Source: an optimization exercise on an open RTL-to-GDS flow (aim: small area and a short achievable clock period). Production flows keep margins and buffers that such runs may drop.
Function was checked by simulation only, so behaviour that the tests miss may differ from the original.
No activity file was given, so power comes from the tool's default toggle rates.

==> design/flow/design.v <==
module mac(
  input clk,
  input rst,
  input signed [7:0] in_a,
  input signed [7:0] in_b,
  output logic signed [15:0] out);
  logic rst_q;
  logic [15:0] reg_c;
  logic [15:0] row0_d, row0;
  logic [15:0] row1_d, row1;
  wire pp0_0, pp0_1, pp0_2, pp0_3, pp0_4, pp0_5, pp0_6, pp0_7, pp1_0, pp1_1,
       pp1_2, pp1_3, pp1_4, pp1_5, pp1_6, pp1_7, pp2_0, pp2_1, pp2_2, pp2_3,
       pp2_4, pp2_5, pp2_6, pp2_7, pp3_0, pp3_1, pp3_2, pp3_3, pp3_4, pp3_5,
       pp3_6, pp3_7, pp4_0, pp4_1, pp4_2, pp4_3, pp4_4, pp4_5, pp4_6, pp4_7,
       pp5_0, pp5_1, pp5_2, pp5_3, pp5_4, pp5_5, pp5_6, pp5_7, pp6_0, pp6_1,
       pp6_2, pp6_3, pp6_4, pp6_5, pp6_6, pp6_7, pp7_0, pp7_1, pp7_2, pp7_3,
       pp7_4, pp7_5, pp7_6, pp7_7, s1, c1, s2, c2, s3, c3,
       s4, c4, s5, c5, s6, c6, s7, c7, s8, c8,
       s9, c9, s10, c10, s11, c11, s12, c12, s13, c13,
       s14, c14, s15, c15, s16, c16, s17, c17, s18, c18,
       s19, c19, s20, c20, s21, c21, s22, c22, s23, c23,
       s24, c24, s25, c25, s26, c26, s27, c27, s28, c28,
       s29, c29, s30, c30, s31, c31, s32, c32, s33, c33,
       s34, c34, s35, c35, s36, c36, s37, c37, s38, c38,
       s39, c39, s40, c40, s41, c41, s42, c42;
  assign pp0_0 = in_a[0] & in_b[0];
  assign pp0_1 = in_a[0] & in_b[1];
  assign pp0_2 = in_a[0] & in_b[2];
  assign pp0_3 = in_a[0] & in_b[3];
  assign pp0_4 = in_a[0] & in_b[4];
  assign pp0_5 = in_a[0] & in_b[5];
  assign pp0_6 = in_a[0] & in_b[6];
  assign pp0_7 = in_a[0] & in_b[7];
  assign pp1_0 = in_a[1] & in_b[0];
  assign pp1_1 = in_a[1] & in_b[1];
  assign pp1_2 = in_a[1] & in_b[2];
  assign pp1_3 = in_a[1] & in_b[3];
  assign pp1_4 = in_a[1] & in_b[4];
  assign pp1_5 = in_a[1] & in_b[5];
  assign pp1_6 = in_a[1] & in_b[6];
  assign pp1_7 = in_a[1] & in_b[7];
  assign pp2_0 = in_a[2] & in_b[0];
  assign pp2_1 = in_a[2] & in_b[1];
  assign pp2_2 = in_a[2] & in_b[2];
  assign pp2_3 = in_a[2] & in_b[3];
  assign pp2_4 = in_a[2] & in_b[4];
  assign pp2_5 = in_a[2] & in_b[5];
  assign pp2_6 = in_a[2] & in_b[6];
  assign pp2_7 = in_a[2] & in_b[7];
  assign pp3_0 = in_a[3] & in_b[0];
  assign pp3_1 = in_a[3] & in_b[1];
  assign pp3_2 = in_a[3] & in_b[2];
  assign pp3_3 = in_a[3] & in_b[3];
  assign pp3_4 = in_a[3] & in_b[4];
  assign pp3_5 = in_a[3] & in_b[5];
  assign pp3_6 = in_a[3] & in_b[6];
  assign pp3_7 = in_a[3] & in_b[7];
  assign pp4_0 = in_a[4] & in_b[0];
  assign pp4_1 = in_a[4] & in_b[1];
  assign pp4_2 = in_a[4] & in_b[2];
  assign pp4_3 = in_a[4] & in_b[3];
  assign pp4_4 = in_a[4] & in_b[4];
  assign pp4_5 = in_a[4] & in_b[5];
  assign pp4_6 = in_a[4] & in_b[6];
  assign pp4_7 = in_a[4] & in_b[7];
  assign pp5_0 = in_a[5] & in_b[0];
  assign pp5_1 = in_a[5] & in_b[1];
  assign pp5_2 = in_a[5] & in_b[2];
  assign pp5_3 = in_a[5] & in_b[3];
  assign pp5_4 = in_a[5] & in_b[4];
  assign pp5_5 = in_a[5] & in_b[5];
  assign pp5_6 = in_a[5] & in_b[6];
  assign pp5_7 = in_a[5] & in_b[7];
  assign pp6_0 = in_a[6] & in_b[0];
  assign pp6_1 = in_a[6] & in_b[1];
  assign pp6_2 = in_a[6] & in_b[2];
  assign pp6_3 = in_a[6] & in_b[3];
  assign pp6_4 = in_a[6] & in_b[4];
  assign pp6_5 = in_a[6] & in_b[5];
  assign pp6_6 = in_a[6] & in_b[6];
  assign pp6_7 = in_a[6] & in_b[7];
  assign pp7_0 = in_a[7] & in_b[0];
  assign pp7_1 = in_a[7] & in_b[1];
  assign pp7_2 = in_a[7] & in_b[2];
  assign pp7_3 = in_a[7] & in_b[3];
  assign pp7_4 = in_a[7] & in_b[4];
  assign pp7_5 = in_a[7] & in_b[5];
  assign pp7_6 = in_a[7] & in_b[6];
  assign pp7_7 = in_a[7] & in_b[7];
  assign s1 = pp0_2 ^ pp1_1 ^ pp2_0;
  assign c1 = (pp0_2 & pp1_1) | (pp0_2 & pp2_0) | (pp1_1 & pp2_0);
  assign s2 = pp0_3 ^ pp1_2 ^ pp2_1;
  assign c2 = (pp0_3 & pp1_2) | (pp0_3 & pp2_1) | (pp1_2 & pp2_1);
  assign s3 = pp3_0 ^ c1 ^ s2;
  assign c3 = (pp3_0 & c1) | (pp3_0 & s2) | (c1 & s2);
  assign s4 = pp0_4 ^ pp1_3 ^ pp2_2;
  assign c4 = (pp0_4 & pp1_3) | (pp0_4 & pp2_2) | (pp1_3 & pp2_2);
  assign s5 = pp3_1 ^ pp4_0 ^ c2;
  assign c5 = (pp3_1 & pp4_0) | (pp3_1 & c2) | (pp4_0 & c2);
  assign s6 = s4 ^ s5 ^ c3;
  assign c6 = (s4 & s5) | (s4 & c3) | (s5 & c3);
  assign s7 = pp0_5 ^ pp1_4 ^ pp2_3;
  assign c7 = (pp0_5 & pp1_4) | (pp0_5 & pp2_3) | (pp1_4 & pp2_3);
  assign s8 = pp3_2 ^ pp4_1;
  assign c8 = pp3_2 & pp4_1;
  assign s9 = pp5_0 ^ s8 ^ c4;
  assign c9 = (pp5_0 & s8) | (pp5_0 & c4) | (s8 & c4);
  assign s10 = s7 ^ c5 ^ s9;
  assign c10 = (s7 & c5) | (s7 & s9) | (c5 & s9);
  assign s11 = pp0_6 ^ pp1_5 ^ pp2_4;
  assign c11 = (pp0_6 & pp1_5) | (pp0_6 & pp2_4) | (pp1_5 & pp2_4);
  assign s12 = pp3_3 ^ pp4_2 ^ pp5_1;
  assign c12 = (pp3_3 & pp4_2) | (pp3_3 & pp5_1) | (pp4_2 & pp5_1);
  assign s13 = pp6_0 ^ c8 ^ c7;
  assign c13 = (pp6_0 & c8) | (pp6_0 & c7) | (c8 & c7);
  assign s14 = s11 ^ s12 ^ c9;
  assign c14 = (s11 & s12) | (s11 & c9) | (s12 & c9);
  assign s15 = s13 ^ s14 ^ c10;
  assign c15 = (s13 & s14) | (s13 & c10) | (s14 & c10);
  assign s16 = pp0_7 ^ pp1_6 ^ pp2_5;
  assign c16 = (pp0_7 & pp1_6) | (pp0_7 & pp2_5) | (pp1_6 & pp2_5);
  assign s17 = pp3_4 ^ pp4_3;
  assign c17 = pp3_4 & pp4_3;
  assign s18 = pp5_2 ^ pp6_1 ^ pp7_0;
  assign c18 = (pp5_2 & pp6_1) | (pp5_2 & pp7_0) | (pp6_1 & pp7_0);
  assign s19 = s17 ^ c11 ^ c12;
  assign c19 = (s17 & c11) | (s17 & c12) | (c11 & c12);
  assign s20 = s16 ^ s18 ^ c13;
  assign c20 = (s16 & s18) | (s16 & c13) | (s18 & c13);
  assign s21 = s19 ^ c14 ^ s20;
  assign c21 = (s19 & c14) | (s19 & s20) | (c14 & s20);
  assign s22 = pp1_7 ^ pp2_6 ^ pp3_5;
  assign c22 = (pp1_7 & pp2_6) | (pp1_7 & pp3_5) | (pp2_6 & pp3_5);
  assign s23 = pp4_4 ^ pp5_3;
  assign c23 = pp4_4 & pp5_3;
  assign s24 = pp6_2 ^ pp7_1 ^ c17;
  assign c24 = (pp6_2 & pp7_1) | (pp6_2 & c17) | (pp7_1 & c17);
  assign s25 = s23 ^ c16 ^ c18;
  assign c25 = (s23 & c16) | (s23 & c18) | (c16 & c18);
  assign s26 = s22 ^ s24 ^ c19;
  assign c26 = (s22 & s24) | (s22 & c19) | (s24 & c19);
  assign s27 = s25 ^ c20 ^ s26;
  assign c27 = (s25 & c20) | (s25 & s26) | (c20 & s26);
  assign s28 = pp2_7 ^ pp3_6 ^ pp4_5;
  assign c28 = (pp2_7 & pp3_6) | (pp2_7 & pp4_5) | (pp3_6 & pp4_5);
  assign s29 = pp5_4 ^ pp6_3 ^ pp7_2;
  assign c29 = (pp5_4 & pp6_3) | (pp5_4 & pp7_2) | (pp6_3 & pp7_2);
  assign s30 = c23 ^ c22 ^ s28;
  assign c30 = (c23 & c22) | (c23 & s28) | (c22 & s28);
  assign s31 = s29 ^ c24 ^ c25;
  assign c31 = (s29 & c24) | (s29 & c25) | (c24 & c25);
  assign s32 = s30 ^ c26 ^ s31;
  assign c32 = (s30 & c26) | (s30 & s31) | (c26 & s31);
  assign s33 = pp3_7 ^ pp4_6 ^ pp5_5;
  assign c33 = (pp3_7 & pp4_6) | (pp3_7 & pp5_5) | (pp4_6 & pp5_5);
  assign s34 = pp6_4 ^ pp7_3 ^ c28;
  assign c34 = (pp6_4 & pp7_3) | (pp6_4 & c28) | (pp7_3 & c28);
  assign s35 = c29 ^ s33 ^ s34;
  assign c35 = (c29 & s33) | (c29 & s34) | (s33 & s34);
  assign s36 = c30 ^ c31 ^ s35;
  assign c36 = (c30 & c31) | (c30 & s35) | (c31 & s35);
  assign s37 = pp4_7 ^ pp5_6 ^ pp6_5;
  assign c37 = (pp4_7 & pp5_6) | (pp4_7 & pp6_5) | (pp5_6 & pp6_5);
  assign s38 = pp7_4 ^ c33 ^ s37;
  assign c38 = (pp7_4 & c33) | (pp7_4 & s37) | (c33 & s37);
  assign s39 = c34 ^ s38 ^ c35;
  assign c39 = (c34 & s38) | (c34 & c35) | (s38 & c35);
  assign s40 = pp5_7 ^ pp6_6 ^ pp7_5;
  assign c40 = (pp5_7 & pp6_6) | (pp5_7 & pp7_5) | (pp6_6 & pp7_5);
  assign s41 = c37 ^ s40 ^ c38;
  assign c41 = (c37 & s40) | (c37 & c38) | (s40 & c38);
  assign s42 = pp6_7 ^ pp7_6 ^ c40;
  assign c42 = (pp6_7 & pp7_6) | (pp6_7 & c40) | (pp7_6 & c40);
  assign row0_d = {1'b0, pp7_7, s42, s41, s39, c32, c27, c21, c15, s15, c6, s6, s3, s1, pp0_1, pp0_0};
  assign row1_d = {1'b0, c42, c41, c39, c36, s36, s32, s27, s21, 1'b0, s10, 1'b0, 1'b0, 1'b0, pp1_0, 1'b0};
  always @(posedge clk) begin
    row0 <= row0_d;
    row1 <= row1_d;
    rst_q <= rst;
    if (rst || rst_q)
      reg_c <= 16'h0000;
    else
      reg_c <= reg_c + row0 + row1;
  end
  assign out = reg_c;
endmodule
==> design/flow/flow/run.sh <==
#!/bin/bash
# Standard layout flow with two changes: Yosys's synth runs with -noabc, so
# the full adders written in the RTL reach extract_fa without the inverters
# abc -fast would add, CTS adds no dummy loads, and the port buffers are plain buf_1 cells (repair
# still upsizes them where timing needs it). Each tool's output is logged.
set -e
bash standard.sh SYNTH_ARGS=-noabc "BUFFER_PORTS_ARGS=-buffer_cell sky130_fd_sc_hd__buf_1" "CTS_ARGS=-sink_clustering_enable -repair_clock_nets -dont_use_dummy_load" finish > standard.log 2>&1
==> design/flow/standard.sh <==
#!/bin/bash
# synth_recipe.tcl (not shown) runs the flow's synth.tcl, then flattens the netlist and writes it again
# the make line also repeats each setting of config.mk as NAME=value (left out here)
make -C /OpenROAD-flow-scripts/flow DESIGN_CONFIG=/design/flow/config.mk WORK_HOME=/design/flow/orfs CLKGATE_MAP_FILE= SYNTH_SCRIPT=/design/flow/synth_recipe.tcl "${@:-finish}"
==> design/flow/config.mk <==
export PLATFORM = sky130hd
export DESIGN_NAME = mac
export DESIGN_NICKNAME = mac
export VERILOG_FILES = /design/flow/design.v
export SDC_FILE = /design/flow/constraint.sdc
export NUM_CORES = 4
export LEC_CHECK = 0
export CAP_MARGIN = 20
export CORE_MARGIN = 2
export CORE_UTILIZATION = 40
export SETUP_SLACK_MARGIN = 1.4
export SLEW_MARGIN = 20
==> design/flow/constraint.sdc <==
create_clock -name core_clock -period 4.2 [get_ports {clk}]
set_input_delay 0.8400 -clock core_clock [delete_from_list [all_inputs] [get_ports {clk}]]
set_output_delay 0.8400 -clock core_clock [all_outputs]
set_load 0.01 [all_outputs]
==> results.json, run 1 <==
{
  "layout_common_cells": "and2_1 (63), dfxtp_1 (42), fa_1 (36)",
  "combPwrFrac": 0.608,
  "syn_area_mm2": 0.003100,
  "min_delay_worst_endpoint": "reg_c[14]",
  "finalSetupViolations": 0,
  "finalHoldViolCount": 0,
  "grt_max_degree": 14,
  "worst_path_largest_cell_delay_ps": 510,
  "crit_path_start": "in_a[2]",
  "power_frac_seq": 0.284,
  "routed_wl_mm": 6.325,
  "status": "complete, no violations",
  "path_common_cell": "fa_1",
  "drc_errors": 0,
  "cts.sinks": 42,
  "holdPathStages": 2,
  "period_share": 0.6563,
  "crit_chain": "buf_2, and2_4, fa_2, fa_1, fa_1, fa_1",
  "grt_pass1_wl_mm": 10.63,
  "worst-path-stages": 6,
  "clkPwrFrac": 0.109,
  "gp_congestion": 0.8485,
  "switching_share": 0.4426,
  "grt_use_total": 0.1586,
  "root_buffer": "clkbuf_8",
  "clkLatencyLatePin_ps": 280,
  "p_per_area_mw_per_mm2": 611.0,
  "vdd_drop_max_uv": 217.7,
  "nets": 403,
  "avgSynthCellArea_um2": 11.23,
  "finalMaxSlewViolations": 0,
  "die_width_um": 92.04,
  "design_area_mm2": 0.003473,
  "p_switching_mw": 0.9392,
  "num_rows": 32,
  "synth_top_cell_area_share": 0.3228,
  "start_util": 0.4076,
  "intPower_mw": 1.183,
  "path_max_fanout": 8,
  "coreArea_mm2": 0.007607,
  "drive_gt1_frac": 0.1350,
  "grt_pass1_vias": 2164,
  "tightest_slew_ps": 676.3,
  "dr.pass1.iters": 4,
  "fin_tns_setup_ps": 0,
  "max_cap_violations": 0,
  "slowest_stage": "fa_1",
  "cp.arrival_ps": 2920,
  "wire_per_inst_um": 15.31,
  "n_antenna_cell": 0,
  "htreeDepth": 2,
  "die_y_um": 92.04,
  "synth_warnings": 1,
  "layout_commonest_cell": "and2_1",
  "syn_inst": 276,
  "endpoint_kind": "flop",
  "die-area_mm2": 0.008471,
  "ys_ff_latch": 42,
  "hold_path.class": "reg -> reg",
  "critical_path_class": "in -> reg",
  "worstHoldStart": "rst_q",
  "ios": 34,
  "rr_startpoint": "reg_c[1]",
  "relSlewSlack": 0.5475,
  "numPortBuffers": 33,
  "critPathLaunchType": "input pin",
  "antenna_found_initial": 0,
  "routed-via-count": 2086,
  "cts_inserted_buffers": 5,
  "viasPerCell": 5.051,
  "first_iter_violations": 48,
  "cts_tree": "done",
  "required_ps": 4370,
  "postCtsHoldBufs": 0,
  "synth_cell_types": 39,
  "yosysTopAreaCell": "fa_1",
  "reg2reg_depth": 8,
  "crit_buf_inv": 1,
  "max-clock-path-buffers": 2,
  "postRouteAntennaNets": 0,
  "yosys-top-cells-area": "fa_1 (32%), dfxtp_1 (27%), and2_1 (14%)",
  "rsz0062_at_grt": "no",
  "crit_family": "adder cells",
  "reg2reg_slack_ps": 1560,
  "worst_r2r_endpoint": "reg_c[9]",
  "yosysSeqAreaShare": 0.2712,
  "place_area_mm2": 0.003371,
  "p_leak_nw": 1.507,
  "dpl.hpwl_mm": 5.030,
  "overflow": 0,
  "syn_nets": 366,
  "skew_ps": 5.564,
  "clkSlewWorstSetupHoldPaths_ps": 70,
  "areaGrowthSynthToFinish_pct": 12.03,
  "fmax_ghz": 0.3628,
  "fin_crit_ps": 2757
}
==> through the flow <==
step	hold slack [ps]	setup slack, ps	total power [mW]	cells	util
final	549.4	1443	2.122	413	0.4566
after global routing	590.5	1404	2.326	413	0.4566
after CTS	556.2	1401	2.135	413	0.4546
after detailed placement	536.1	1003	1.877	408	0.4431
after global placement	533.1	1049	1.851	408	0.4431
after floorplan	510.5	1317	1.586	276	-
==> cells by family (layout without fill, tap and decap cells) <==
| group | after synthesis | in the layout | share of synthesized area |
|---|---|---|---|
| mux | 1 | 1 | 0.003229 |
| fa+ha+maj | 72 | 72 | 0.4116 |
| simple gates | 112 | 112 | 0.2103 |
| compound gates | 36 | 36 | 0.07506 |
| flops | 42 | 42 | 0.2712 |
| xor+xnor | 8 | 8 | 0.02260 |
| buf+inv | 5 | 40 | 0.006054 |
==> flip-flops by register name (all words and copies together), names as in the netlist <==
signal / cells
reg_c: 16
row0: 15
row1: 10
rst_q: 1
==> how the worst max path moves through the flow <==
stage and to:
6_report row1[10], 5_1_grt row0[6], 4_1_cts row1[10], 3_5_place_dp row1[8], 3_3_place_gp row1[8], 2_1_floorplan row1[8]
==> what timing repair did <==
item                                   in CTS  in global routing
resized for setup                          13                  9
setup endpoints to repair                   4                  7
endpoints found under the hold margin       0                  0
buffers inserted                            0                  0
pin swaps                                   0                  3
==> worst reg2reg max path, cell delays in order, from the launching register on <==
cell	delay, ps
dfxtp_1	330
fa_1	480
ha_1	230
fa_1	430
a21oi_1	170
o21ai_1	130
a21oi_1	300
nor4_1	90
or3_1	360
==> layout make-up <==
class                   instances  area [um2]
flip-flops and latches         42       840.8
repair buffers                 33       142.6
multi-input cells             229        2286
fillers                       733        4134
well taps                     102       127.6
clock buffers                   5       68.82
inverters                       2       7.507
==> cells in the mapped netlist (all sizes together) <==
master,instances
or3,4
nand2b,1
and4,2
nand4,2
a21o,2
o31ai,2
xor2,5
and2,67
o2111ai,1
nor2,9
a211oi,1
a221o,1
nor3,4
nand2,9
o211a,1
fa,50
nor4,2
inv,2
or4,1
a21oi,13
and3,2
nor2b,1
ha,22
or2,1
dfxtp,42
o311a,1
o21a,2
nand3,6
clkbuf,3
o22ai,1
xnor2,3
o21ai,7
a31oi,2
mux2i,1
nor3b,1
o211ai,2
==> power groups by stage <==
stage	clock, mW	sequential, mW	combinational (mW)
after detailed placement	0	0.615	1.26
after floorplan	0	0.618	0.968
final	0.230	0.602	1.29
after global placement	0	0.614	1.24
after CTS	0.243	0.606	1.29
after global routing	0.259	0.620	1.45
==> per-layer routing <==
| layer | share of wire | track usage | vias up |
|---|---|---|---|
| met5 | 0 | 0 | - |
| met4 | 0.012 | 0.04104 | 0 |
| met3 | 0.027 | 0.01561 | 6 |
| met2 | 0.47 | 0.2641 | 40 |
| met1 | 0.49 | 0.2225 | 1037 |
| li1 | - | - | 1003 |
==> run 2: changes to the inputs <==
--- a/design/flow/flow/run.sh
+++ b/design/flow/flow/run.sh
@@ -6,2 +6,2 @@
 set -e
-bash standard.sh SYNTH_ARGS=-noabc "BUFFER_PORTS_ARGS=-buffer_cell sky130_fd_sc_hd__buf_1" "CTS_ARGS=-sink_clustering_enable -repair_clock_nets -dont_use_dummy_load" finish > standard.log 2>&1
+bash standard.sh SYNTH_ARGS=-noabc SYNTH_OPERATIONS_ARGS=-nofsm "BUFFER_PORTS_ARGS=-buffer_cell sky130_fd_sc_hd__buf_1" "CTS_ARGS=-sink_clustering_enable -repair_clock_nets -dont_use_dummy_load" finish > standard.log 2>&1
==> run 2 against run 1 <==
  * Still clean
  * Synthesized cell count fell by 16%
  * Synthesized area is 5.1% lower
  * Clock-buffer cell count did not move
  * Worst hold slack got worse by 35 ps
  * First-iteration DRC count shrank 35%
  * Combinational power is 21% lower
  * Highest routed layer unchanged
==> results.json, run 2 <==
{
  "p_per_area_mw_per_mm2": 530.2,
  "htreeDepth": 2,
  "layout_commonest_cell": "and2_1",
  "synth_warnings": 1,
  "routed_wl_mm": 5.349,
  "num_rows": 31,
  "required_ps": 4360,
  "synth_cell_types": 22,
  "crit_path_start": "in_b[3]",
  "cp-endpoint": "row1[8]",
  "reg2reg_slack_ps": 1550,
  "overflow": 0,
  "root_buffer": "clkbuf_8",
  "antenna_found_initial": 0,
  "first_iter_violations": 31,
  "crit_chain": "buf_2, and2_4, fa_2, fa_2, fa_1, fa_1",
  "yosysSeqAreaShare": 0.2858,
  "start_util": 0.4099,
  "fmax_ghz": 0.3621,
  "endpoint_kind": "flop",
  "fin_tns_setup_ps": 0,
  "finalSetupViolations": 0,
  "dpl.hpwl_mm": 4.402,
  "stdcell_count": 369,
  "largest-register": "reg_c",
  "avgSynthCellArea_um2": 12.62,
  "dr.pass1.iters": 4,
  "wire_per_inst_um": 14.50,
  "hold_path.class": "reg -> reg",
  "yosysMostFrequentCell": "and2_1",
  "rsz0062_at_grt": "yes",
  "synth-edff-count": 0,
  "die-area_mm2": 0.008056,
  "postCtsSetupBuffers": 0,
  "n_antenna_cell": 0,
  "skew_ps": 11.77,
  "synth_top_cell_area_share": 0.3811,
  "period_share": 0.6575,
  "max_cap_violations": 0,
  "grt_use_total": 0.1428,
  "path_max_fanout": 8,
  "cts_inserted_buffers": 5,
  "clkSlewWorstSetupHoldPaths_ps": 70,
  "cts_tree": "done",
  "async_reset_ff_frac": 0,
  "grt_pass1_wl_mm": 9.218,
  "syn_inst": 233,
  "ys_ff_latch": 42,
  "die_y_um": 89.76,
  "power_mw": 1.818,
  "clkLatencyLatePin_ps": 280,
  "die_width_um": 89.76,
  "critPathLaunchType": "input pin",
  "finalHoldViolCount": 0,
  "largest_register_ffs": 16,
  "vdd_drop_max_uv": 160.5,
  "grt_max_degree": 14,
  "synth_commonest_cells": "and2_1 (73), fa_1 (56), dfxtp_1 (42)",
  "p_leak_nw": 1.454,
  "reg_top3": "reg_c (16), row0 (15), row1 (10)",
  "max-clock-path-buffers": 2,
  "slowest_stage": "fa_1",
  "yosysTopAreaCell": "fa_1",
  "worst_r2r_endpoint": "reg_c[15]",
  "place_inst": 364,
  "cts.sinks": 42,
  "areaGrowthSynthToFinish_pct": 16.55,
  "syn_nets": 328,
  "drc_errors": 0,
  "status": "complete, no violations",
  "drive_gt1_frac": 0.2000,
  "syn_area_mm2": 0.002942,
  "viasPerCell": 4.713,
  "relSlewSlack": 0.6107,
  "yosys-top-cells-area": "fa_1 (38%), dfxtp_1 (29%), and2_1 (16%)",
  "tightest_slew_ps": 581.8,
  "gp_congestion": 0.8109,
  "postRouteAntennaNets": 0,
  "grt_pass1_vias": 1849,
  "ios": 34,
  "synth_ff_type": "dfxtp_1",
  "fin_crit_ps": 2761,
  "finalMaxSlewViolations": 0,
  "numPortBuffers": 33,
  "coreArea_mm2": 0.007176,
  "cp.arrival_ps": 2920,
  "nets": 367,
  "critical_path_class": "in -> reg",
  "layout_common_cells": "and2_1 (70), dfxtp_1 (42), fa_1 (41)",
  "routed-via-count": 1739,
  "rr_startpoint": "reg_c[5]",
  "reg2reg_depth": 10,
  "worst_path_largest_cell_delay_ps": 560
}
==> run 2: changes by cell type in the layout (fill, tap and decap cells not counted), sizes merged, moves of 6 or more <==
cell,delta
nand3,-6
nand2,-6
a21oi,-11
fa,+6
and2,+6
==> run 2: where the power goes <==
| part | switching, mW | internal, mW | total (mW) |
|---|---|---|---|
| registers | 0.0633 | 0.513 | 0.576 |
| clock network | 0.116 | 0.107 | 0.223 |
| logic | 0.513 | 0.506 | 1.02 |
| total | 0.692 | 1.13 | 1.82 |
==> run 2: what timing repair did <==
item                                    CTS  global route
pin swaps                                 2            13
endpoints found under the hold margin     0             0
hold buffers                              0             0
endpoints found under the setup margin    6             8
gates resized for setup                  13            23
==> run 2: logic make-up after synthesis <==
family	after synthesis	share of synthesized area
compound gates	15	0.04041
xor+xnor	8	0.02382
fa+ha+maj	77	0.4704
buf+inv	2	0.002550
flops	42	0.2858
simple gates	89	0.1769
==> run 2: critical path, delay by kind of cell <==
| family | cells | cell delay [ps] |
|---|---|---|
| adder cells (fa/ha/maj) | 4 | 1770 |
| buffers and inverters | 1 | 160 |
| AND/OR/NAND/NOR | 1 | 160 |
==> run 2: routing by layer <==
| metal | part of all wire | up-vias | track usage |
|---|---|---|---|
| li1 | - | 820 | - |
| met1 | 0.49 | 879 | 0.2090 |
| met2 | 0.46 | 34 | 0.2184 |
| met3 | 0.032 | 6 | 0.02347 |
| met4 | 0.011 | 0 | 0.04615 |
| met5 | 0 | - | 0 |
==> run 2: area by class of cell <==
| class | count | area, um2 |
|---|---|---|
| Clock buffer | 5 | 68.82 |
| Multi-Input combinational cell | 189 | 2248 |
| Fill cell | 660 | 3747 |
| Inverter | 1 | 3.754 |
| Tap cell | 99 | 123.9 |
| Timing Repair Buffer | 33 | 142.6 |
| Sequential cell | 42 | 840.8 |
==> run 2: how the worst min path moves through the flow <==
stage,cells after the start,to,start
2_1_floorplan,2,reg_c[0],row0[0]
3_3_place_gp,2,reg_c[15],reg_c[15]
3_5_place_dp,2,reg_c[15],reg_c[15]
4_1_cts,2,reg_c[15],reg_c[15]
5_1_grt,2,reg_c[0],row0[0]
6_report,2,reg_c[15],reg_c[15]
==> run 2: stage by stage <==
step | util | setup slack, ps | instance area (um2) | hold WS [ps]
final | 0.4778 | 1439 | 3428 | 514.5
after global routing | 0.4778 | 1350 | 3428 | 593.5
after CTS | 0.4612 | 1420 | 3309 | 527.0
after detailed placement | 0.4481 | 990.0 | 3216 | 505.0
after global placement | 0.4481 | 1020 | 3216 | 497.9
after floorplan | - | 1317 | 2972 | 516.1
==> run 3: changes to the inputs <==
==> design/flow/flow/run.sh (replaced) <==
#!/bin/bash
# The standard layout flow (standard.sh), with these make variables:
# - SYNTH_ARGS=-noabc: Yosys's synth skips its early abc -fast, so the full
#   adders written out in the RTL reach extract_fa without added inverters
#   (the final abc mapping still runs).
# - SYNTH_OPERATIONS_ARGS=-nofsm: replaces the default Kogge-Stone extra map
#   for $lcu with nothing (-nofsm is already set), so + uses Yosys's own
#   Brent-Kung carry network, which is smaller.
# - BUFFER_PORTS_ARGS: the port buffers are buf_1 cells (repair still upsizes
#   them where timing needs it).
# - CTS_ARGS: ORFS's default CTS arguments plus -dont_use_dummy_load.
# make's output goes to standard.log; each ORFS step logs to orfs/logs/.
set -e
bash standard.sh SYNTH_ARGS=-noabc SYNTH_OPERATIONS_ARGS=-nofsm "BUFFER_PORTS_ARGS=-buffer_cell sky130_fd_sc_hd__buf_1" "CTS_ARGS=-sink_clustering_enable -repair_clock_nets -dont_use_dummy_load" finish > standard.log 2>&1
--- a/design/flow/config.mk
+++ b/design/flow/config.mk
@@ -10,3 +10,3 @@
 export CORE_UTILIZATION = 40
-export SETUP_SLACK_MARGIN = 1.4
+export SETUP_SLACK_MARGIN = 1.5
 export SLEW_MARGIN = 20
==> run 3 against run 2 <==
  * Sequential power about the same
  * Critical path depth is the same
  * Design area increased by 3.0%
==> results.json, run 3 <==
{
  "cts_inserted_buffers": 5,
  "overflow": 0,
  "gp_congestion": 0.8365,
  "crit_buf_inv": 1,
  "cp-endpoint": "row1[10]",
  "worst-path-stages": 6,
  "worst_path_largest_cell_delay_ps": 510,
  "reg2reg_depth": 10,
  "synth-edff-count": 0,
  "p_per_area_mw_per_mm2": 524.9,
  "wire_per_inst_um": 14.79,
  "fillers": 647,
  "die-area_mm2": 0.008056,
  "vdd_drop_max_uv": 156.8,
  "avgSynthCellArea_um2": 12.62,
  "synth_top_cell_area_share": 0.3811,
  "nets": 373,
  "path_common_cell": "fa_1",
  "yosysTopAreaCell": "fa_1",
  "synthMuxAreaShare": 0,
  "multiInputGateArea_mm2": 0.002257,
  "synth_xor_area_frac": 0.02382,
  "root_buffer": "clkbuf_8",
  "crit_path_start": "in_a[2]",
  "layout_common_cells": "and2_1 (60), dfxtp_1 (42), fa_1 (39)",
  "reg_top3": "reg_c (16), row0 (15), row1 (10)",
  "tightest_slew_ps": 622.1,
  "yosysSeqAreaShare": 0.2858,
  "synth_warnings": 1,
  "cts.sinks": 42,
  "grt_pass1_wl_mm": 9.453,
  "syn_inst": 233,
  "antenna_found_initial": 0,
  "place_inst": 364,
  "postRouteAntennaNets": 0,
  "skew_ps": 11.27,
  "grt_use_total": 0.1492,
  "path_max_fanout": 4,
  "reg2reg_slack_ps": 1550,
  "worst_r2r_endpoint": "reg_c[15]",
  "first_iter_violations": 42,
  "fin_crit_ps": 2700,
  "fin_tns_setup_ps": 0,
  "grt_max_degree": 14,
  "status": "complete, no violations",
  "stdcell_count": 375,
  "routed-via-count": 1743,
  "drive_gt1_frac": 0.2609,
  "syn_nets": 328,
  "start_util": 0.4099,
  "coreArea_mm2": 0.007176,
  "required_ps": 4370,
  "finalSetupViolations": 0,
  "relSlewSlack": 0.5837,
  "die_y_um": 89.76,
  "yosys-top-cells-area": "fa_1 (38%), dfxtp_1 (29%), and2_1 (16%)",
  "largest-register": "reg_c",
  "synth_cell_types": 22,
  "fmax_ghz": 0.3703,
  "rr_startpoint": "row1[5]",
  "num_rows": 31,
  "finalMaxSlewViolations": 0,
  "hold_path.class": "reg -> reg",
  "largest_register_ffs": 16,
  "drc_errors": 0,
  "ff_latch_area_um2": 840.8,
  "syn_area_mm2": 0.002942,
  "htreeDepth": 2,
  "synth_commonest_cells": "and2_1 (73), fa_1 (56), dfxtp_1 (42)",
  "grt_pass1_vias": 1846,
  "synth_compound_area_frac": 0.04041,
  "dr.pass1.iters": 3,
  "yosysMostFrequentCell": "and2_1",
  "max_cap_violations": 0,
  "p_leak_nw": 1.515,
  "synth_fa_ha_area_frac": 0.4704,
  "ios": 34,
  "yosys.area_share.simple": 0.1769,
  "cts_tree": "done",
  "numPortBuffers": 33,
  "endpoint_kind": "flop",
  "crit_family": "adder cells",
  "crit_chain": "buf_8, and2_4, fa_2, fa_1, fa_1, fa_1",
  "critical_path_class": "in -> reg",
  "slowest_stage": "fa_1",
  "layout_commonest_cell": "and2_1",
  "routed_wl_mm": 5.545,
  "clkLatencyLatePin_ps": 290,
  "die_width_um": 89.76,
  "clkSlewWorstSetupHoldPaths_ps": 70,
  "viasPerCell": 4.648,
  "synth_top_family_by_area": "adder cells",
  "rsz0062_at_grt": "yes",
  "synth_ff_type": "dfxtp_1",
  "period_share": 0.6430,
  "n_antenna_cell": 0,
  "cp.arrival_ps": 2870,
  "finalHoldViolCount": 0,
  "holdPathStages": 2,
  "dpl.hpwl_mm": 4.486,
  "async_reset_ff_frac": 0,
  "postCtsHoldBufs": 0,
  "areaGrowthSynthToFinish_pct": 20.03,
  "max-clock-path-buffers": 2,
  "power_mw": 1.853,
  "critPathLaunchType": "input pin",
  "ys_ff_latch": 42
}
run 3: layout make-up:
| type | instances | share of cell area |
|---|---|---|
| tap | 99 | 0.03508 |
| multi-input combinational | 189 | 0.6393 |
| timing repair buffer | 39 | 0.06697 |
| inverter | 1 | 0.001063 |
| sequential | 42 | 0.2381 |
| clock buffer | 5 | 0.01949 |
run 3: timing repair:
| action | in CTS | in global routing |
|---|---|---|
| gates resized for setup | 36 | 18 |
| pin swaps | 6 | 16 |
| setup buffers | 2 | 4 |
| setup endpoints to repair | 9 | 9 |
run 3: per-layer routing:
layer | vias to the layer above | wire [um] | global-route usage
met1 | 876 | 2695 | 0.2048
met2 | 28 | 2581 | 0.2412
met3 | 7 | 167 | 0.02431
li1 | 832 | - | -
met4 | 0 | 100 | 0.05385
met5 | - | 0 | 0
run 3: worst min-delay path by stage:
stage              start        end  slack (ps)
2_1_floorplan    row0[0]   reg_c[0]         520
3_3_place_gp   reg_c[15]  reg_c[15]         500
3_5_place_dp   reg_c[15]  reg_c[15]         520
4_1_cts        reg_c[15]  reg_c[15]         550
5_1_grt        reg_c[15]  reg_c[15]         570
6_report       reg_c[15]  reg_c[15]         540
run 3: power breakdown:
part	switching (mW)	internal [mW]
Sequential	0.0661	0.513
Clock	0.122	0.107
Combinational	0.514	0.532
run 3: cell families (layout without fill, tap and decap cells):
kind of cell	after synthesis	in the layout
fa+ha+maj	77	77
buf+inv	2	45
flops	42	42
xor+xnor	8	8
compound gates	15	15
simple gates	89	89
run 3: per-stage QoR:
stage          utilization  instance area [um2]  setup WS (ps)  hold WS (ps)
2_1_floorplan            -                 2987           1378         516.1
3_3_place_gp        0.4502                 3231           1108         500.1
3_5_place_dp        0.4502                 3231           1063         520.6
4_1_cts             0.4779                 3430           1468         547.1
5_1_grt             0.4921                 3531           1427         570.6
6_report            0.4921                 3531           1500         539.7
run 3: tightest hold or removal path: stages (launching register included):
cell	delay (ps)
dfxtp_1	350
xnor2_1	80
nor2_1	80
==> run 4: changes to the inputs <==
--- a/design/flow/config.mk
+++ b/design/flow/config.mk
@@ -10,3 +10,3 @@
 export CORE_UTILIZATION = 40
-export SETUP_SLACK_MARGIN = 1.5
+export SETUP_SLACK_MARGIN = 1.3
 export SLEW_MARGIN = 20
==> run 4 against run 3 <==
  * Via count down 1.8%
  * Clock power decreased by 2%
  * Synthesized area stayed put
  * Worst setup slack worse by 180 ps
  * Largest power group unchanged
  * Critical path depth did not move
  * Core utilization fell by 3.2 points
  * Critical path type unchanged
==> results.json, run 4 <==
{
  "status": "complete, no violations",
  "finalHoldViolCount": 0,
  "max-clock-path-buffers": 2,
  "dpl.hpwl_mm": 4.453,
  "ys_ff_latch": 42,
  "place_area_mm2": 0.003196,
  "synthMuxAreaShare": 0,
  "postCtsHoldBufs": 0,
  "grt_pass1_wl_mm": 8.935,
  "yosysSeqAreaShare": 0.2858,
  "synth_top_family_by_area": "adder cells",
  "postRouteAntennaNets": 0,
  "hold_path.class": "reg -> reg",
  "syn_area_mm2": 0.002942,
  "max_cap_violations": 0,
  "clkSlewWorstSetupHoldPaths_ps": 70,
  "critical_path_class": "in -> reg",
  "yosysTopAreaCell": "fa_1",
  "first_iter_violations": 22,
  "yosys-top-cells-area": "fa_1 (38%), dfxtp_1 (29%), and2_1 (16%)",
  "synth_commonest_cells": "and2_1 (73), fa_1 (56), dfxtp_1 (42)",
  "num_rows": 31,
  "syn_inst": 233,
  "worst_r2r_endpoint": "reg_c[15]",
  "synth_compound_area_frac": 0.04041,
  "dr.pass1.iters": 4,
  "vdd_drop_max_uv": 156.6,
  "cts_tree": "done",
  "fmax_ghz": 0.3477,
  "holdPathStages": 2,
  "cts.sinks": 42,
  "gp_congestion": 0.8108,
  "fillers": 684,
  "synth_warnings": 1,
  "endpoint_kind": "flop",
  "p_leak_nw": 1.426,
  "layout_common_cells": "and2_1 (73), fa_1 (46), dfxtp_1 (42)",
  "path_max_fanout": 8,
  "routed_wl_mm": 5.391,
  "overflow": 0,
  "syn_nets": 328,
  "coreArea_mm2": 0.007176,
  "wire_per_inst_um": 14.61,
  "antenna_found_initial": 0,
  "htreeDepth": 2,
  "fin_crit_ps": 2876,
  "grt_max_degree": 14,
  "grt_pass1_vias": 1820,
  "synth_top_cell_area_share": 0.3811,
  "viasPerCell": 4.640,
  "synth_ff_type": "dfxtp_1",
  "cp.arrival_ps": 3040,
  "synth_xor_area_frac": 0.02382,
  "design_area_mm2": 0.003302,
  "yosysMostFrequentCell": "and2_1",
  "synth-edff-count": 0,
  "yosys.area_share.simple": 0.1769,
  "rr_startpoint": "reg_c[1]",
  "skew_ps": 9.261,
  "synth_cell_types": 22,
  "numPortBuffers": 33,
  "n_antenna_cell": 0,
  "nets": 367,
  "areaGrowthSynthToFinish_pct": 12.25,
  "required_ps": 4370,
  "async_reset_ff_frac": 0,
  "drive_gt1_frac": 0.1000,
  "reg_top3": "reg_c (16), row0 (15), row1 (10)",
  "crit_chain": "buf_1, and2_1, fa_1, fa_2, fa_2, fa_1",
  "fin_tns_setup_ps": 0,
  "die_y_um": 89.76,
  "period_share": 0.6847,
  "routed-via-count": 1712,
  "root_buffer": "clkbuf_8",
  "clkLatencyLatePin_ps": 280,
  "finalMaxSlewViolations": 0,
  "min_delay_worst_endpoint": "reg_c[15]",
  "relSlewSlack": 0.5607,
  "rsz0062_at_grt": "no",
  "largest_register_ffs": 16,
  "reg2reg_slack_ps": 1460,
  "cts_inserted_buffers": 5,
  "worstHoldStart": "reg_c[15]",
  "postCtsSetupBuffers": 0,
  "synth_fa_ha_area_frac": 0.4704,
  "die_width_um": 89.76,
  "drc_errors": 0,
  "p_per_area_mw_per_mm2": 520.7,
  "die-area_mm2": 0.008056,
  "largest-register": "reg_c",
  "finalSetupViolations": 0,
  "worst_path_largest_cell_delay_ps": 580,
  "start_util": 0.4099,
  "slowest_stage": "fa_2",
  "critPathLaunchType": "input pin",
  "ios": 34,
  "reg2reg_depth": 10,
  "grt_use_total": 0.1405,
  "layout_commonest_cell": "and2_1",
  "avgSynthCellArea_um2": 12.62,
  "tightest_slew_ps": 656.5
}
==> run 4: cell count changes in the layout (fill, tap and decap cells not counted), moves of 2 or more <==
cell      previous run  this run
buf_2                7         1
ha_1                16        21
and2_1              60        73
fa_2                17        10
buf_6                2         0
ha_4                 4         0
clkbuf_2             1         3
and2_4              13         0
buf_1               17        29
buf_4                9         0
fa_1                39        46
==> run 4: kinds of logic (layout without fill, tap and decap cells) <==
| kind of cell | count (synthesis) | count (layout) |
|---|---|---|
| AOI/OAI and AO/OA | 15 | 15 |
| xor gates and xnor gates | 8 | 8 |
| adders and majority gates | 77 | 77 |
| buffers and inverters | 2 | 39 |
| DFF | 42 | 42 |
| and+or+nand+nor | 89 | 89 |
==> run 4: worst max-delay path, delay by kind of cell <==
kind,cells,cell delay (ps)
adder cells (fa/ha/maj),4,1820
buffers and inverters,1,160
AND/OR/NAND/NOR,1,210
==> run 4: report_power, final <==
part / internal (mW) / switching, mW / leakage (nW) / total, mW
combinational: 0.437 / 0.481 / 1.04 / 0.918
clock: 0.107 / 0.116 / 0.0359 / 0.224
sequential: 0.513 / 0.0652 / 0.349 / 0.578
==> run 4: stage by stage <==
stage | worst slack (ps) | total power, mW | hold WS, ps | util | std cells
2_1_floorplan | 1283 | 1.276 | 516.1 | - | 233
3_3_place_gp | 979.4 | 1.450 | 500.9 | 0.4453 | 364
3_5_place_dp | 976.6 | 1.487 | 517.0 | 0.4453 | 364
4_1_cts | 1308 | 1.719 | 534.5 | 0.4551 | 369
5_1_grt | 1277 | 1.907 | 571.2 | 0.4602 | 369
6_report | 1324 | 1.719 | 537.7 | 0.4602 | 369
==> run 4: per-layer routing <==
layer	wire length (um)	vias up	global-route usage
met2	2432	35	0.2172
li1	-	824	-
met5	0	-	0
met3	197	10	0.03018
met1	2663	843	0.1979
met4	97	0	0.04744
==> run 4: how the worst max path moves through the flow <==
stage,from,end,slack (ps),depth (start not counted)
final,in_a[1],row1[8],1320,6
after global routing,reg_c[1],reg_c[15],1280,10
after CTS,in_b[5],row1[7],1310,6
after detailed placement,in_a[0],row1[9],980,6
after global placement,in_a[0],row0[6],980,6
after floorplan,in_a[0],row1[8],1280,5
==> run 4: layout make-up <==
class | instances | area (um2) | area share
Clock buffer | 5 | 68.82 | 0.02084
Inverter | 1 | 3.754 | 0.001137
Multi-Input combinational cell | 189 | 2136 | 0.6468
Sequential cell | 42 | 840.8 | 0.2546
Tap cell | 99 | 123.9 | 0.03751
Timing Repair Buffer | 33 | 128.9 | 0.03903
==> run 4: timing repair <==
action	in CTS	in global routing
resized for setup	1	12
gates cloned	0	0
endpoints found under the setup margin	4	6
pin swaps	0	0
==> run 5: changes to the inputs <==
--- a/design/flow/config.mk
+++ b/design/flow/config.mk
@@ -10,3 +10,4 @@
 export CORE_UTILIZATION = 40
-export SETUP_SLACK_MARGIN = 1.3
+export GPL_TIMING_DRIVEN = 1
+export SETUP_SLACK_MARGIN = 1.4
 export SLEW_MARGIN = 20
==> run 5 against run 4 <==
  * Still clean
  * Critical endpoint unchanged
  * Clock skew is 2.5 ps higher
  * Largest power group unchanged
  * Core utilization is 1.8 points higher
  * Die area stayed put
==> results.json, run 5 <==
{
  "routed-wl-met2_mm": 2.487,
  "die_width_um": 89.76,
  "die_y_um": 89.76,
  "dpl.hpwl_mm": 4.402,
  "ios": 34,
  "max-clock-path-buffers": 2,
  "numPortBuffers": 33,
  "vdd_drop_max_uv": 160.5,
  "fmax_ghz": 0.3621,
  "max_cap_violations": 0,
  "finalMaxSlewViolations": 0,
  "layout_common_cells": "and2_1 (70), dfxtp_1 (42), fa_1 (41)",
  "yosys-top-cells-area": "fa_1 (38%), dfxtp_1 (29%), and2_1 (16%)",
  "cts_tree": "done",
  "holdWs_ps": 514.5,
  "start_util": 0.4099,
  "synthMuxAreaShare": 0,
  "power_frac_seq": 0.317,
  "clkPwrFrac": 0.122,
  "combPwrFrac": 0.561,
  "hold_path.class": "reg -> reg",
  "synth-edff-count": 0,
  "synth_top_cell_area_share": 0.3811,
  "routed-via-count": 1739,
  "grt_max_degree": 14,
  "grt_pass1_vias": 1849,
  "antenna_found_initial": 0,
  "coreArea_mm2": 0.007176,
  "routed.top_layer": "met4",
  "relSlewSlack": 0.6107,
  "n_antenna_cell": 0,
  "p_switching_mw": 0.6919,
  "areaGrowthSynthToFinish_pct": 16.55,
  "clkSlewWorstSetupHoldPaths_ps": 70,
  "ys_ff_latch": 42,
  "num_rows": 31,
  "async_reset_ff_frac": 0,
  "largest-register": "reg_c",
  "synth_warnings": 1,
  "yosysMostFrequentCell": "and2_1",
  "largest_register_ffs": 16,
  "synth_top_family_by_area": "adder cells",
  "drive_gt1_frac": 0.2000,
  "cp.arrival_ps": 2920,
  "cts.sinks": 42,
  "synth_xor_area_frac": 0.02382,
  "synth_fa_ha_area_frac": 0.4704,
  "nets": 367,
  "critical_path_class": "in -> reg",
  "synth_cell_types": 22,
  "wire_per_inst_um": 14.50,
  "p_leak_nw": 1.454,
  "syn_nets": 328,
  "dr.pass1.iters": 4,
  "synth_commonest_cells": "and2_1 (73), fa_1 (56), dfxtp_1 (42)",
  "yosysTopAreaCell": "fa_1",
  "switching_share": 0.3806,
  "fin_tns_setup_ps": 0,
  "required_ps": 4360,
  "intPower_mw": 1.126,
  "drc_errors": 0,
  "finalSetupViolations": 0,
  "synth_compound_area_frac": 0.04041,
  "viasPerCell": 4.713,
  "clkLatencyLatePin_ps": 280,
  "htreeDepth": 2,
  "rsz0062_at_grt": "yes",
  "die-area_mm2": 0.008056,
  "tightest_slew_ps": 581.8,
  "avgSynthCellArea_um2": 12.62,
  "syn_inst": 233,
  "path_max_fanout": 8,
  "p_per_area_mw_per_mm2": 530.2,
  "endpoint_kind": "flop",
  "fin_crit_ps": 2761,
  "postRouteAntennaNets": 0,
  "m1WireLength_mm": 2.628,
  "syn_area_mm2": 0.002942,
  "routed_wl_mm": 5.349,
  "root_buffer": "clkbuf_8",
  "cts_inserted_buffers": 5,
  "status": "complete, no violations",
  "overflow": 0,
  "yosysSeqAreaShare": 0.2858,
  "grt_pass1_wl_mm": 9.218,
  "first_iter_violations": 31,
  "layout_commonest_cell": "and2_1",
  "critPathLaunchType": "input pin",
  "reg2reg_slack_ps": 1550,
  "reg_top3": "reg_c (16), row0 (15), row1 (10)",
  "period_share": 0.6575,
  "grt_use_total": 0.1428,
  "finalHoldViolCount": 0,
  "skew_ps": 11.77,
  "synth_ff_type": "dfxtp_1",
  "postCtsHoldBufs": 0,
  "dr_wl_met3_um": 173,
  "yosys.area_share.simple": 0.1769,
  "gp_congestion": 0.8109
}
==> run 5: path summary, 6_finish.rpt <==
kind / startpoint / endpoint / cells past startpoint
max: in_b[3] / row1[8] / 6
min: reg_c[15] / reg_c[15] / 2
max reg2reg: reg_c[5] / reg_c[15] / 10
min reg2reg: reg_c[15] / reg_c[15] / 2
==> run 5: final cells by class <==
type | instances | area, um2
tap | 99 | 123.9
fill | 660 | 3747
timing repair buffer | 33 | 142.6
sequential | 42 | 840.8
inverter | 1 | 3.754
clock buffer | 5 | 68.82
multi-input combinational | 189 | 2248
==> run 5: what timing repair did <==
item	in CTS	in global routing
setup endpoints to repair	6	8
resized for setup	13	23
pin swaps	2	13
setup buffers	0	0
==> run 5: power by group through the flow <==
stage	clock (mW)	sequential [mW]	combinational, mW
after global routing	0.247	0.593	1.20
after floorplan	0	0.594	0.685
after global placement	0	0.588	0.866
final	0.223	0.576	1.02
after CTS	0.233	0.580	0.906
after detailed placement	0	0.589	0.891
==> run 5: critical path: stages <==
cell and delay [ps]:
buf_2 160, and2_4 160, fa_2 390, fa_2 400
fa_1 560, fa_1 420
==> run 5: routing by layer <==
metal,track usage,vias to the layer above
met3,0.02347,6
met5,0,-
met4,0.04615,0
met1,0.2090,879
li1,-,820
met2,0.2184,34
==> run 5: cells by family after synthesis <==
| logic type | after synthesis |
|---|---|
| compound gates | 15 |
| fa+ha+maj | 77 |
| buf+inv | 2 |
| xor+xnor | 8 |
| simple gates | 89 |
| flops | 42 |
==> run 5: through the flow <==
step / power, mW / utilization / cells / worst slack [ps] / area, um2
floorplan: 1.278 / - / 233 / 1317 / 2972
global placement: 1.454 / 0.4481 / 364 / 1020 / 3216
detailed placement: 1.480 / 0.4481 / 364 / 990.0 / 3216
CTS: 1.719 / 0.4612 / 369 / 1420 / 3309
global route: 2.038 / 0.4778 / 369 / 1350 / 3428
finish: 1.818 / 0.4778 / 369 / 1439 / 3428
==> run 6: changes to the inputs <==
--- a/design/flow/config.mk
+++ b/design/flow/config.mk
@@ -10,4 +10,4 @@
 export CORE_UTILIZATION = 40
-export GPL_TIMING_DRIVEN = 1
 export SETUP_SLACK_MARGIN = 1.4
 export SLEW_MARGIN = 20
+export TNS_END_PERCENT = 0
==> run 6 against run 5 <==
  * Via count about the same
  * Highest routed layer unchanged
  * Worst hold slack gained 13 ps
  * Synthesized area is the same
  * Design area is 1.9% lower
  * Still clean on timing, DRC and antenna
  * Total power decreased by 3.3%
  * First-iteration DRC count fell by 39%
  * Die area stayed put
  * Routed wire length fell by 0.80%
==> results.json, run 6 <==
{
  "status": "complete, no violations",
  "finalSetupViolations": 0,
  "synth-edff-count": 0,
  "overflow": 0,
  "syn_nets": 328,
  "viasPerCell": 4.710,
  "yosysSeqAreaShare": 0.2858,
  "synthMuxAreaShare": 0,
  "synth_xor_area_frac": 0.02382,
  "endpoint_kind": "flop",
  "cts_tree": "done",
  "routed_wl_mm": 5.306,
  "postCtsHoldBufs": 0,
  "grt_pass1_wl_mm": 8.942,
  "largest_register_ffs": 16,
  "synth_commonest_cells": "and2_1 (73), fa_1 (56), dfxtp_1 (42)",
  "ys_ff_latch": 42,
  "critPathLaunchType": "input pin",
  "nets": 367,
  "synth_warnings": 1,
  "holdPathStages": 2,
  "period_share": 0.6676,
  "die-area_mm2": 0.008056,
  "finalMaxSlewViolations": 0,
  "numPortBuffers": 33,
  "fin_tns_setup_ps": 0,
  "vdd_drop_max_uv": 179.2,
  "path_max_fanout": 8,
  "areaGrowthSynthToFinish_pct": 14.33,
  "worst_path_largest_cell_delay_ps": 510,
  "antenna_found_initial": 0,
  "ff_latch_area_um2": 842.1,
  "wire_per_inst_um": 14.38,
  "synth_compound_area_frac": 0.04041,
  "largest-register": "reg_c",
  "synth_top_family_by_area": "adder cells",
  "clkSlewWorstSetupHoldPaths_ps": 70,
  "max-clock-path-buffers": 2,
  "root_buffer": "clkbuf_8",
  "synth_ff_type": "dfxtp_1",
  "start_util": 0.4099,
  "postRouteAntennaNets": 0,
  "reg_top3": "reg_c (16), row0 (15), row1 (10)",
  "setup_slack_ps": 1396,
  "p_per_area_mw_per_mm2": 522.8,
  "die_width_um": 89.76,
  "fillers": 669,
  "yosysMostFrequentCell": "and2_1",
  "stdcell_count": 369,
  "relSlewSlack": 0.5827,
  "syn_area_mm2": 0.002942,
  "pre_cts_ws_ps": 970.6,
  "grt_use_total": 0.1410,
  "skew_ps": 12.84,
  "yosysTopAreaCell": "fa_1",
  "yosys-top-cells-area": "fa_1 (38%), dfxtp_1 (29%), and2_1 (16%)",
  "dr.pass1.iters": 4,
  "finalHoldViolCount": 0,
  "drive_gt1_frac": 0.1704,
  "power_mw": 1.758,
  "ios": 34,
  "max_cap_violations": 0,
  "synth_fa_ha_area_frac": 0.4704,
  "reg2reg_depth": 10,
  "layout_commonest_cell": "and2_1",
  "hold_path.class": "reg -> reg",
  "path_common_cell": "fa_1",
  "place_inst": 364,
  "p_leak_nw": 1.446,
  "cts_inserted_buffers": 5,
  "dpl.hpwl_mm": 4.449,
  "drc_errors": 0,
  "synth_cell_types": 22,
  "die_y_um": 89.76,
  "htreeDepth": 2,
  "synth_top_cell_area_share": 0.3811,
  "tightest_slew_ps": 623.6,
  "grt_max_degree": 14,
  "cp.arrival_ps": 2970,
  "crit_chain": "buf_2, and2_4, fa_1, fa_1, fa_1, fa_1",
  "fin_crit_ps": 2804,
  "avgSynthCellArea_um2": 12.62,
  "grt_pass1_vias": 1763,
  "first_iter_violations": 19,
  "routed-via-count": 1738,
  "yosys.area_share.simple": 0.1769,
  "fmax_ghz": 0.3567,
  "async_reset_ff_frac": 0,
  "gp_congestion": 0.7753,
  "slowest_stage": "fa_1",
  "critical_path_class": "in -> reg",
  "coreArea_mm2": 0.007176,
  "num_rows": 31,
  "multiInputGateArea_mm2": 0.002186,
  "cts.sinks": 42,
  "required_ps": 4370,
  "syn_inst": 233,
  "final_util": 0.4687,
  "layout_common_cells": "and2_1 (71), fa_1 (43), dfxtp_1 (41)",
  "n_antenna_cell": 0,
  "rsz0062_at_grt": "yes",
  "clkLatencyLatePin_ps": 280
}
## run 6: metrics by stage
step	hold WS, ps	instance area [um2]
after floorplan	516.1	2954
after global routing	579.2	3363
final	527.1	3363
after global placement	497.6	3198
after CTS	535.4	3301
after detailed placement	513.5	3198
## run 6: final cells by class
cell class,count,share of cell area
multi-input combinational,189,0.6499
timing repair buffer,33,0.04129
sequential,42,0.2504
clock buffer,5,0.02046
tap,99,0.03683
inverter,1,0.001116
## run 6: worst max-delay path: cells and delay by family
kind	cells	cell delay (ps)
adder cells (fa/ha/maj)	4	1810
AND/OR/NAND/NOR	1	170
buffers and inverters	1	140
## run 6: routing by layer
metal	wire length, um	up-vias	global-route usage
met1	2639	883	0.2057
met2	2447	26	0.2153
met3	144	6	0.02682
li1	-	823	-
met5	0	-	0
met4	74	0	0.04231
## run 6: final timing paths
kind               endpoint       from  slack, ps
hold / removal    reg_c[15]  reg_c[15]        530
hold reg to reg   reg_c[15]  reg_c[15]        530
setup / recovery   row1[10]    in_b[7]       1400
setup reg to reg  reg_c[15]   reg_c[1]       1550
## run 6: kinds of logic (layout without fill, tap and decap cells)
group,after synthesis,count (layout)
AOI/OAI and AO/OA,15,15
xor gates and xnor gates,8,8
adders and majority gates,77,77
buffers and inverters,2,39
DFF,42,42
and+or+nand+nor,89,89
## run 6: what timing repair did
action | in CTS | in global routing
buffers inserted | 0 | 0
cloned | 0 | 0
pin swaps | 1 | 5
endpoints found under the setup margin | 10 | 8
gates resized for setup | 17 | 15
## run 6: power by group
group | internal [mW] | switching (mW)
Clock | 0.107 | 0.115
Sequential | 0.513 | 0.0669
Combinational | 0.463 | 0.493
Total | 1.08 | 0.676
==> run 7: changes to the inputs <==
--- a/design/flow/config.mk
+++ b/design/flow/config.mk
@@ -9,5 +9,5 @@
 export CORE_MARGIN = 2
-export CORE_UTILIZATION = 40
+export CORE_UTILIZATION = 60
+export PLACE_DENSITY = 0.75
 export SETUP_SLACK_MARGIN = 1.4
 export SLEW_MARGIN = 20
-export TNS_END_PERCENT = 0
==> run 7 against run 6 <==
  * Register-to-register slack worse by 30 ps
  * Via count is 0.35% higher
  * Combinational power is 6% higher
  * Critical endpoint is now row1[7]
  * Clock power hardly changed
  * Flip-flop and latch count stayed put
  * Core utilization is 25 points higher
  * Die area is 32% lower
  * Clock-buffer cell count stayed put
  * Worst hold slack worse by 15 ps
  * Synthesized area stayed put
  * Largest cell class unchanged
==> results.json, run 7 <==
{
  "status": "complete, no violations",
  "numPortBuffers": 33,
  "reg2reg_slack_ps": 1520,
  "viasPerCell": 5.160,
  "skew_ps": 11.75,
  "grt_pass1_vias": 1797,
  "synth_cell_types": 22,
  "largest-register": "reg_c",
  "p_per_area_mw_per_mm2": 534.6,
  "antenna_found_initial": 0,
  "synth-edff-count": 0,
  "ios": 34,
  "power_frac_seq": 0.319,
  "finalMaxSlewViolations": 0,
  "yosysSeqAreaShare": 0.2858,
  "cts_tree": "done",
  "path_max_fanout": 8,
  "grt_use_total": 0.2097,
  "clkSlewWorstSetupHoldPaths_ps": 70,
  "finalSetupViolations": 0,
  "vdd_drop_max_uv": 216.0,
  "clkPwrFrac": 0.124,
  "grt_max_degree": 12,
  "fmax_ghz": 0.3641,
  "combPwrFrac": 0.557,
  "avgSynthCellArea_um2": 12.62,
  "drc_errors": 0,
  "endpoint_kind": "flop",
  "period_share": 0.6539,
  "dr.pass1.iters": 4,
  "relSlewSlack": 0.5828,
  "drive_gt1_frac": 0.2030,
  "hold_path.class": "reg -> reg",
  "die_width_um": 74.02,
  "dpl.hpwl_mm": 4.103,
  "yosysTopAreaCell": "fa_1",
  "htreeDepth": 2,
  "coreArea_mm2": 0.004723,
  "n_antenna_cell": 0,
  "num_rows": 25,
  "max_cap_violations": 0,
  "fillers": 342,
  "postCtsHoldBufs": 0,
  "cts_inserted_buffers": 5,
  "cp.arrival_ps": 2910,
  "rsz0062_at_grt": "yes",
  "synth_top_cell_area_share": 0.3811,
  "first_iter_violations": 44,
  "postRouteAntennaNets": 0,
  "required_ps": 4360,
  "holdWs_ps": 512.1,
  "cts.sinks": 42,
  "async_reset_ff_frac": 0,
  "largest_register_ffs": 16,
  "synth_ff_type": "dfxtp_1",
  "critPathLaunchType": "input pin",
  "reg_top3": "reg_c (16), row0 (15), row1 (10)",
  "ff_latch_area_um2": 842.1,
  "areaGrowthSynthToFinish_pct": 15.36,
  "ys_ff_latch": 42,
  "syn_area_mm2": 0.002942,
  "multiInputGateArea_mm2": 0.002246,
  "switching_share": 0.3835,
  "syn_nets": 328,
  "clkLatencyLatePin_ps": 290,
  "crit_path_start": "in_a[0]",
  "max-clock-path-buffers": 2,
  "yosysMostFrequentCell": "and2_1",
  "routed-via-count": 1744,
  "worstHoldStart": "reg_c[15]",
  "start_util": 0.6228,
  "root_buffer": "clkbuf_8",
  "syn_inst": 233,
  "routed_wl_mm": 4.986,
  "finalHoldViolCount": 0,
  "overflow": 0,
  "synth_commonest_cells": "and2_1 (73), fa_1 (56), dfxtp_1 (42)",
  "layout_commonest_cell": "and2_1",
  "tightest_slew_ps": 623.4,
  "wire_per_inst_um": 14.75,
  "p_switching_mw": 0.6955,
  "nets": 368,
  "die_y_um": 74.02,
  "synth_warnings": 1,
  "gp_congestion": 0.8571,
  "layout_common_cells": "and2_1 (69), fa_1 (41), dfxtp_1 (41)",
  "grt_pass1_wl_mm": 8.507,
  "intPower_mw": 1.118,
  "yosys-top-cells-area": "fa_1 (38%), dfxtp_1 (29%), and2_1 (16%)",
  "fin_crit_ps": 2746,
  "die-area_mm2": 0.005479,
  "critical_path_class": "in -> reg",
  "p_leak_nw": 1.464,
  "rr_startpoint": "row1[5]",
  "fin_tns_setup_ps": 0
}
[run 7: changes by cell type in the layout (fill, tap and decap cells not counted), sizes merged]
cell	delta
clkbuf	+6
buf	-5
[run 7: kinds of logic (layout without fill, tap and decap cells)]
group | after synthesis | in the layout | synth area share
adder cells (fa/ha/maj) | 77 | 77 | 0.4704
buffers and inverters | 2 | 40 | 0.002550
AO/OA/AOI/OAI | 15 | 15 | 0.04041
AND/OR/NAND/NOR | 89 | 89 | 0.1769
flip-flops | 42 | 42 | 0.2858
XOR/XNOR | 8 | 8 | 0.02382
[run 7: repair_timing]
item | 4_1_cts | 5_1_grt
hold endpoints to repair | 0 | 0
gates resized for setup | 11 | 25
pin swaps | 1 | 12
buffers inserted | 0 | 1
endpoints found under the setup margin | 3 | 7
[run 7: through the flow]
stage | power (mW) | utilization | setup slack (ps) | cells | instance area (um2)
6_report | 1.814 | 0.7184 | 1454 | 338 | 3393
5_1_grt | 2.009 | 0.7184 | 1380 | 338 | 3393
4_1_cts | 1.733 | 0.6930 | 1395 | 337 | 3273
3_5_place_dp | 1.486 | 0.6723 | 1021 | 332 | 3176
3_3_place_gp | 1.441 | 0.6723 | 1065 | 332 | 3176
2_1_floorplan | 1.278 | - | 1317 | 233 | 2972
[run 7: worst max-delay path: stages]
cell	delay [ps]
buf_2	140
and2_1	180
fa_2	400
fa_2	360
fa_1	570
fa_1	410
[run 7: final timing paths]
check,end,cells past startpoint
worst max-delay path,row1[7],6
worst min-delay path,reg_c[15],2
worst max register to register,reg_c[14],8
worst min register to register,reg_c[15],2
[run 7: final cells by class]
type | count | area share
clock buffers | 5 | 0.02028
inverters | 1 | 0.001106
multi-input cells | 189 | 0.6619
flip-flops and latches | 42 | 0.2482
well taps | 67 | 0.02471
repair buffers | 34 | 0.04388
[run 7: layer usage]
metal,vias up,track usage,part of all wire
li1,820,-,-
met1,878,0.3185,0.50
met2,40,0.3155,0.46
met3,6,0.02981,0.035
met4,0,0.06667,0.012
met5,-,0,0
[run 7: power by group through the flow]
stage / logic [mW] / registers, mW / clock network [mW]
after floorplan: 0.685 / 0.594 / 0
after global placement: 0.854 / 0.587 / 0
after detailed placement: 0.896 / 0.589 / 0
after CTS: 0.919 / 0.580 / 0.234
after global routing: 1.17 / 0.594 / 0.248
final: 1.01 / 0.579 / 0.224
==> run 8: changes to the inputs <==
--- a/design/flow/config.mk
+++ b/design/flow/config.mk
@@ -9,5 +9,5 @@
 export CORE_MARGIN = 2
-export CORE_UTILIZATION = 60
-export PLACE_DENSITY = 0.75
-export SETUP_SLACK_MARGIN = 1.4
+export CORE_UTILIZATION = 40
+export SETUP_SLACK_MARGIN = 1.5
 export SLEW_MARGIN = 20
+export TNS_END_PERCENT = 10
==> run 8 against run 7 <==
  * Register-to-register slack hardly changed
  * Synthesized cell count stayed put
  * Sequential share of layout area is 0.23 points lower
  * Die area is 47% higher
  * Clock skew is 1.5 ps higher
  * Via count is 0.86% lower
==> results.json, run 8 <==
{
  "status": "complete, no violations",
  "die_y_um": 89.76,
  "rsz0062_at_grt": "yes",
  "ff_latch_area_um2": 844.6,
  "largest-register": "reg_c",
  "yosysTopAreaCell": "fa_1",
  "start_util": 0.4099,
  "grt_use_total": 0.1421,
  "die-area_mm2": 0.008056,
  "p_per_area_mw_per_mm2": 537.2,
  "largest_register_ffs": 16,
  "worstHoldStart": "reg_c[15]",
  "period_share": 0.6668,
  "async_reset_ff_frac": 0,
  "n_antenna_cell": 0,
  "routed-via-count": 1729,
  "final_util": 0.4788,
  "holdPathStages": 2,
  "drive_gt1_frac": 0.1919,
  "multiInputGateArea_mm2": 0.002248,
  "first_iter_violations": 25,
  "synth_fa_ha_area_frac": 0.4704,
  "layout_commonest_cell": "and2_1",
  "numPortBuffers": 33,
  "root_buffer": "clkbuf_8",
  "stdcell_count": 370,
  "fin_tns_setup_ps": 0,
  "required_ps": 4360,
  "power_mw": 1.846,
  "synth-edff-count": 0,
  "place_inst": 364,
  "drc_errors": 0,
  "layout_common_cells": "and2_1 (70), fa_1 (44), dfxtp_1 (39)",
  "synth_warnings": 1,
  "finalHoldViolCount": 0,
  "viasPerCell": 4.673,
  "grt_pass1_vias": 1780,
  "synthMuxAreaShare": 0,
  "min_delay_worst_endpoint": "reg_c[15]",
  "ios": 34,
  "synth_compound_area_frac": 0.04041,
  "die_width_um": 89.76,
  "syn_nets": 328,
  "fmax_ghz": 0.3571,
  "wire_per_inst_um": 14.68,
  "fillers": 673,
  "synth_top_family_by_area": "adder cells",
  "synth_ff_type": "dfxtp_1",
  "reg2reg_depth": 10,
  "finalSetupViolations": 0,
  "yosysSeqAreaShare": 0.2858,
  "synth_commonest_cells": "and2_1 (73), fa_1 (56), dfxtp_1 (42)",
  "cp.arrival_ps": 2970,
  "relSlewSlack": 0.5683,
  "rr_startpoint": "row1[5]",
  "dr.pass1.iters": 4,
  "areaGrowthSynthToFinish_pct": 16.80,
  "ys_ff_latch": 42,
  "num_rows": 31,
  "reg2reg_slack_ps": 1530,
  "syn_inst": 233,
  "vdd_drop_max_uv": 179.7,
  "synth_top_cell_area_share": 0.3811,
  "path_max_fanout": 8,
  "grt_max_degree": 14,
  "max_cap_violations": 0,
  "skew_ps": 13.21,
  "critical_path_class": "in -> reg",
  "yosys.area_share.simple": 0.1769,
  "hold_path.class": "reg -> reg",
  "nets": 368
}
run 8: cell types whose count changed in the layout (fill, tap and decap cells not counted), moves of 2 or more:
| cell | previous run | this run |
|---|---|---|
| fa_2 | 15 | 12 |
| buf_1 | 19 | 21 |
| buf_2 | 7 | 12 |
| dfxtp_2 | 1 | 3 |
| dfxtp_1 | 41 | 39 |
| clkbuf_2 | 7 | 0 |
| fa_1 | 41 | 44 |
run 8: what timing repair did:
| action | in CTS | in global routing |
|---|---|---|
| buffers inserted | 0 | 1 |
| hold buffers | 0 | 0 |
| gates resized for setup | 25 | 15 |
| pin swaps | 4 | 16 |
| setup endpoints to repair | 13 | 14 |
run 8: worst max path at each step:
stage,startpoint,endpoint,slack (ps),cells past startpoint
after floorplan,in_b[7],row1[10],1310,5
after global placement,in_b[4],row0[6],990,6
after detailed placement,in_a[0],row0[6],970,6
after CTS,in_b[7],row1[10],1410,6
after global routing,row1[5],reg_c[15],1380,10
final,in_a[3],row1[10],1400,6
run 8: metal layers:
metal  wire (um)  vias to the layer above  global-route usage  part of all wire
met5           0                        -                   0                 0
met4          75                        0             0.04231             0.014
met3         154                        6             0.02682             0.028
met2        2540                       28              0.2172              0.47
met1        2660                      875              0.2073              0.49
li1            -                      820                   -                 -
run 8: worst max-delay path, cell delays in order:
cell	delay [ps]
buf_2	150
and2_1	180
fa_1	410
fa_1	460
fa_1	510
fa_1	410
run 8: cells by family (layout without fill, tap and decap cells):
group	after synthesis	count (layout)
AO/OA/AOI/OAI	15	15
buffers and inverters	2	40
adder cells (fa/ha/maj)	77	77
AND/OR/NAND/NOR	89	89
flip-flops	42	42
XOR/XNOR	8	8
run 8: cell type report:
| type | instances | share of cell area |
|---|---|---|
| clock buffers | 5 | 0.02003 |
| inverters | 1 | 0.001092 |
| multi-input cells | 189 | 0.6544 |
| flip-flops and latches | 42 | 0.2458 |
| well taps | 99 | 0.03605 |
| repair buffers | 34 | 0.04261 |
run 8: where the power goes:
part | internal [mW] | switching [mW]
combinational | 0.516 | 0.524
sequential | 0.514 | 0.0677
clock | 0.107 | 0.116
run 8: per-stage QoR:
step           area, um2  hold slack, ps  worst slack [ps]
2_1_floorplan       2954           516.1              1310
3_3_place_gp        3198           497.6             989.9
3_5_place_dp        3198           513.5             970.6
4_1_cts             3326           535.4              1415
5_1_grt             3436           587.0              1377
6_report            3436           529.3              1399

static timing again, ports no longer ideal:
The flow's constraints put no driver on any port. The routed layouts listed below were extracted and timed again, unchanged, in two steps. Step 1 sets driving cells, clkbuf_16 on the clock port and buf_2 on the other inputs (assumed; they add their load-dependent delay and slew). Step 2 also shifts input and output timing later by t, the mid clock arrival at the registers, as if the neighbouring blocks saw the same clock. Three values: ideal ports, drivers, drivers and shift; two values: the first two.
run	t (ns)	setup slack, ns
run 1	0.308	1.443 / 1.450 / 1.142
run 2	0.301	1.439 / 1.449 / 1.148
run 3	0.312	1.500 / 1.491 / 1.178
run 4	0.303	1.324 / 1.330 / 1.027
run 5	0.301	1.439 / 1.449 / 1.148
run 6	0.305	1.396 / 1.407 / 1.102
run 7	0.305	1.454 / 1.456 / 1.151
run 8	0.305	1.399 / 1.411 / 1.106
After both steps setup and hold are still met in every run listed.
